Background: an optimization exercise with open tools, aiming at small area. Do not read the settings as production practice. Only simulation tests tie the RTL to the original design; equivalence was not proved. The clock port is modelled as an ideal driver, which makes a skipped or thinned clock tree look cheaper than it is; a real chip needs a root buffer or a tree.

== before ==
// polynom_solver_top
module polynom_solver_top
(
	input clk,
	input reset_n,
	input start,
	input [1:0] sw,
	output [3:0] sel,
	output [7:0] sseg
);
Settings: LEC_CHECK=0, CAP_MARGIN=20, CORE_MARGIN=2, CORE_UTILIZATION=40, PLACE_DENSITY=0.6, SLEW_MARGIN=20; clock period 10.0 ns.
standard.sh (not shown) runs the stock make flow with config.mk's settings and CLKGATE_MAP_FILE= SYNTH_SCRIPT=/design/flow/synth_recipe.tcl, a recipe that flattens the netlist after the stock synthesis.
==> flow/flow/run.sh <==
#!/bin/bash
# Layout flow: the standard flow with
#  - the combinational logic mapped by an area-oriented ABC script,
#  - minimum-size port buffers,
#  - a clock tree without dummy loads.
set -euo pipefail
F=$PWD/flow
export AREA_ABC_SCRIPT=$F/area.abc
bash standard.sh \
  SYNTH_SCRIPT=$F/synth_area.tcl ADDER_MAP_FILE= \
  "BUFFER_PORTS_ARGS=-buffer_cell sky130_fd_sc_hd__buf_1" \
  "CTS_ARGS=-repair_clock_nets -dont_use_dummy_load -buf_list sky130_fd_sc_hd__clkbuf_8" \
  finish > flow.log 2>&1
==> flow/flow/area.abc <==
strash
&get -n
&deepsyn -T 10 -S 1
&put
dch -f
map -a
topo
dnsize
==> flow/flow/synth_area.tcl <==
# The standard synthesis (synth_recipe.tcl), with the combinational logic
# mapped by an area-oriented ABC script. Registers are untouched by abc, so
# they come out exactly as in the standard synthesis.
proc synth {args} { yosys synth -nofsm -noshare {*}$args }
proc abc {args} {
  set i [lsearch -exact $args -script]
  if {$i >= 0} {
    set args [lreplace $args [expr {$i + 1}] [expr {$i + 1}] $::env(AREA_ABC_SCRIPT)]
  }
  yosys abc {*}$args
}
source $::env(SCRIPTS_DIR)/synth.tcl
# left out here: clear keep_hierarchy, flatten, clean up, hide names made inside functions, write 1_2_yosys.v
before completed end to end with timing, DRC and antenna clean.
Modified inputs, after compared to before
==> flow/run.sh (new file) <==
#!/bin/bash
# synth_recipe.tcl (not shown) runs the flow's synth.tcl, then flattens the netlist and writes it again
# the make line also repeats each setting of config.mk as NAME=value (left out here)
make -C /OpenROAD-flow-scripts/flow DESIGN_CONFIG=/design/flow/config.mk WORK_HOME=/design/flow/orfs CLKGATE_MAP_FILE= SYNTH_SCRIPT=/design/flow/synth_recipe.tcl finish
removed: flow/flow/run.sh
removed: flow/flow/area.abc
removed: flow/flow/synth_area.tcl
removed: flow/standard.sh
## What came out
- after | stages: all done | timing, DRC, antenna: all pass
- or3_2 as the library cell contributing the largest single delay on the critical path was reported by before, and clkdlybuf4s50_1 by after.
- Sequential share of layout area: after vs before down 15 points
- after ends up with higher wire length of the first global-routing pass than before does.
- Between after and before, the worst setup slack is higher for before.

========
== run A ==
Starting RTL as in the previous note.
export LEC_CHECK = 0
export CAP_MARGIN = 20
export CORE_MARGIN = 2
export CORE_UTILIZATION = 40
export PLACE_DENSITY = 0.6
export SLEW_MARGIN = 20
create_clock -name core_clock -period 10.0 [get_ports {clk}]
==> flow/flow/run.sh <==
#!/bin/bash
# Layout flow: the standard flow with
#  - the combinational logic mapped by an area-oriented ABC script,
#  - minimum-size port buffers,
#  - a clock tree without dummy loads.
set -euo pipefail
F=$PWD/flow
export AREA_ABC_SCRIPT=$F/area.abc
bash standard.sh \
  SYNTH_SCRIPT=$F/synth_area.tcl ADDER_MAP_FILE= \
  "BUFFER_PORTS_ARGS=-buffer_cell sky130_fd_sc_hd__buf_1" \
  "CTS_ARGS=-sink_clustering_enable -sink_clustering_size 30 -sink_clustering_max_diameter 200 -repair_clock_nets -dont_use_dummy_load -buf_list sky130_fd_sc_hd__clkbuf_8" \
  finish > flow.log 2>&1
==> flow/flow/area.abc <==
strash
&get -n
&deepsyn -T 10 -S 1
&put
dch -f
map -a
topo
dnsize
==> flow/flow/synth_area.tcl <==
# The standard synthesis (synth_recipe.tcl), with the combinational logic
# mapped by an area-oriented ABC script. Registers are untouched by abc, so
# they come out exactly as in the standard synthesis.
proc synth {args} { yosys synth -nofsm -noshare {*}$args }
proc abc {args} {
  set i [lsearch -exact $args -script]
  if {$i >= 0} {
    set args [lreplace $args [expr {$i + 1}] [expr {$i + 1}] $::env(AREA_ABC_SCRIPT)]
  }
  yosys abc {*}$args
}
source $::env(SCRIPTS_DIR)/synth.tcl
# left out here: clear keep_hierarchy, flatten, clean up, hide names made inside functions, write 1_2_yosys.v
Run A | status: complete | timing, DRC, antenna: pass
The following lists how run B was set up differently from run A:
# run A
export LEC_CHECK = 0
export CAP_MARGIN = 20
export CORE_MARGIN = 2
export CORE_UTILIZATION = 40
export PLACE_DENSITY = 0.6
export SLEW_MARGIN = 20
create_clock -name core_clock -period 10.0 [get_ports {clk}]
# run B
export LEC_CHECK = 0
export CAP_MARGIN = 20
export CORE_MARGIN = 2
export CORE_UTILIZATION = 22
export PLACE_DENSITY = 0.6
export SLEW_MARGIN = 20
create_clock -name core_clock -period 10.0 [get_ports {clk}]
==> flow/flow/run.sh <==
#!/bin/bash
# Layout flow: the standard flow with
#  - the combinational logic mapped by an area-oriented ABC script,
#  - minimum-size port buffers,
#  - a clock tree of a single buffer (CTS tree collapsed after CTS).
set -euo pipefail
F=$PWD/flow
export AREA_ABC_SCRIPT=$F/area.abc
bash standard.sh \
  SYNTH_SCRIPT=$F/synth_area.tcl ADDER_MAP_FILE= \
  "BUFFER_PORTS_ARGS=-buffer_cell sky130_fd_sc_hd__buf_1" \
  "CTS_ARGS=-sink_clustering_enable -repair_clock_nets -dont_use_dummy_load -buf_list sky130_fd_sc_hd__clkbuf_8" \
  POST_CTS_TCL=$F/clock_one_buffer.tcl \
  finish > flow.log 2>&1
==> flow/flow/clock_one_buffer.tcl (new file) <==
# POST_CTS hook: collapse the clock tree that CTS built (a root buffer and
# leaf buffers) into the root buffer alone, sized up to clkbuf_16, driving
# every register clock pin.
# The clock port still drives only the root buffer.
set block [ord::get_db_block]
set port_net [$block findNet clk]
set root ""
foreach it [$port_net getITerms] {
  if {[string match "sky130_fd_sc_hd__clkbuf_*" [[[$it getInst] getMaster] getName]]} {
    set root [$it getInst]
  }
}
if {$root eq ""} { error "no root clock buffer found" }
set root_net [[$root findITerm X] getNet]
set leaves {}
foreach it [$root_net getITerms] {
  set inst [$it getInst]
  if {$inst ne $root && [string match "sky130_fd_sc_hd__clkbuf_*" [[$inst getMaster] getName]]} {
    lappend leaves $inst
  }
}
foreach leaf $leaves {
  set leaf_net [[$leaf findITerm X] getNet]
  foreach it [$leaf_net getITerms] {
    if {[$it getInst] ne $leaf} {
      $it disconnect
      $it connect $root_net
    }
  }
  [$leaf findITerm A] disconnect
  [$leaf findITerm X] disconnect
  odb::dbInst_destroy $leaf
  odb::dbNet_destroy $leaf_net
}
# one strong buffer keeps the register clock-pin slew low
$root swapMaster [[ord::get_db] findMaster sky130_fd_sc_hd__clkbuf_16]
puts "clock_one_buffer: removed [llength $leaves] leaf buffers, root [$root getName] drives [llength [$root_net getITerms]] pins"
detailed_placement
check_placement -verbose
estimate_parasitics -placement
report_clock_min_period
==> comparison <==
- Run B packs its core looser than run A.
- Taking run A as the reference point, the design area of run B rises by about 2.5%.
- From run A to run B the numbers moved as follows: area of the die grew by 75%, routability congestion estimate from global placement moved up, aggregate routed wire length higher.
Inputs modified between run B and run C:
# run B
export LEC_CHECK = 0
export CAP_MARGIN = 20
export CORE_MARGIN = 2
export CORE_UTILIZATION = 22
export PLACE_DENSITY = 0.6
export SLEW_MARGIN = 20
create_clock -name core_clock -period 10.0 [get_ports {clk}]
# run C
export LEC_CHECK = 0
export CAP_MARGIN = 20
export CORE_MARGIN = 2
export CORE_UTILIZATION = 40
export PLACE_DENSITY = 0.6
export SLEW_MARGIN = 20
create_clock -name core_clock -period 10.0 [get_ports {clk}]
--- a/flow/flow/clock_one_buffer.tcl
+++ b/flow/flow/clock_one_buffer.tcl
@@ -1,4 +1,3 @@
 # POST_CTS hook: collapse the clock tree that CTS built (a root buffer and
-# leaf buffers) into the root buffer alone, sized up to clkbuf_16, driving
-# every register clock pin.
+# leaf buffers) into the root buffer alone, driving every register clock pin.
 # The clock port still drives only the root buffer.
@@ -8,3 +7,3 @@
 foreach it [$port_net getITerms] {
-  if {[string match "sky130_fd_sc_hd__clkbuf_*" [[[$it getInst] getMaster] getName]]} {
+  if {[string match "sky130_fd_sc_hd__clkbuf_*" [[$it getInst] getMaster] getName]]} {
     set root [$it getInst]
@@ -34,4 +33,2 @@
 }
-# one strong buffer keeps the register clock-pin slew low
-$root swapMaster [[ord::get_db] findMaster sky130_fd_sc_hd__clkbuf_16]
 puts "clock_one_buffer: removed [llength $leaves] leaf buffers, root [$root getName] drives [llength [$root_net getITerms]] pins"
--- outcome ---
- Run C is listed as incomplete: the tool reported an error in clock tree synthesis (4_1_cts) and the run ended there.
- Effective utilization at floorplan is higher on run C
- Taking run B as the reference, in run C cell area reported after detailed placement down 49 um^2; HPWL reported at the end of detailed placement decreased 4.2%; instance count after placement with tap cells included now sits lower.
- The count of flip-flops with a built-in enable after synthesis on run C is in line with that on run B.
[inputs] run D vs run C
==> flow/flow/run.sh <==
#!/bin/bash
# Layout flow: the standard flow with
#  - the combinational logic mapped by an area-oriented ABC script,
#  - minimum-size port buffers,
#  - a clock tree without dummy loads.
set -euo pipefail
F=$PWD/flow
export AREA_ABC_SCRIPT=$F/area.abc
bash standard.sh \
  SYNTH_SCRIPT=$F/synth_area.tcl ADDER_MAP_FILE= \
  "BUFFER_PORTS_ARGS=-buffer_cell sky130_fd_sc_hd__buf_1" \
  "CTS_ARGS=-sink_clustering_enable -sink_clustering_size 30 -sink_clustering_max_diameter 200 -repair_clock_nets -dont_use_dummy_load -buf_list sky130_fd_sc_hd__clkbuf_16 -root_buf sky130_fd_sc_hd__clkbuf_16" \
  finish > flow.log 2>&1
removed: flow/flow/clock_one_buffer.tcl
[summary]
- Run D finished every step from synthesis to the final layout, and the layout passed the timing, DRC and antenna checks.
- Going from run C to run D, synthesized cell count held steady, number of enable-type register cells in the synthesized netlist has remained practically unchanged.
- Run C → run D: worst setup slack after placement now sits at about the same level; total placed instance area ~0 delta; proportion of synthesized chip area in sequential cells comparable.

## separate check: timing with driven ports
In the flow no input, the clock included, has a driving cell. The finished layouts below were timed again as built, in two steps.
Step 1 assumes that a clkbuf_16 drives the clock port and a buf_2 every other input.
Step 2 adds t to the input delays and takes it off the output delays; t is the mean of the earliest and latest rising clock arrival at the registers after step 1. Input paths then give back, and output paths get back, about the clock's delay inside the block.
Three values: no drivers, after step 1, after step 2; two values: the first two.
run | shift t [ns] | slack for setup (ns) | latest minus earliest clock arrival (ns)
before | 0.285 | 4.930 / 4.908 / 5.193 | 0.009 / 0.010
after | 0.284 | 4.646 / 4.623 / 4.907 | 0.004 / 0.004
run A | 0.285 | 4.930 / 4.908 / 5.193 | 0.009 / 0.010
run B | 0.190 | 5.051 / 5.019 / 5.209 | 0.005 / 0.005
run D | 0.284 | 4.948 / 4.920 / 5.205 | 0.007 / 0.007
After both steps setup and hold are still met in every run listed.
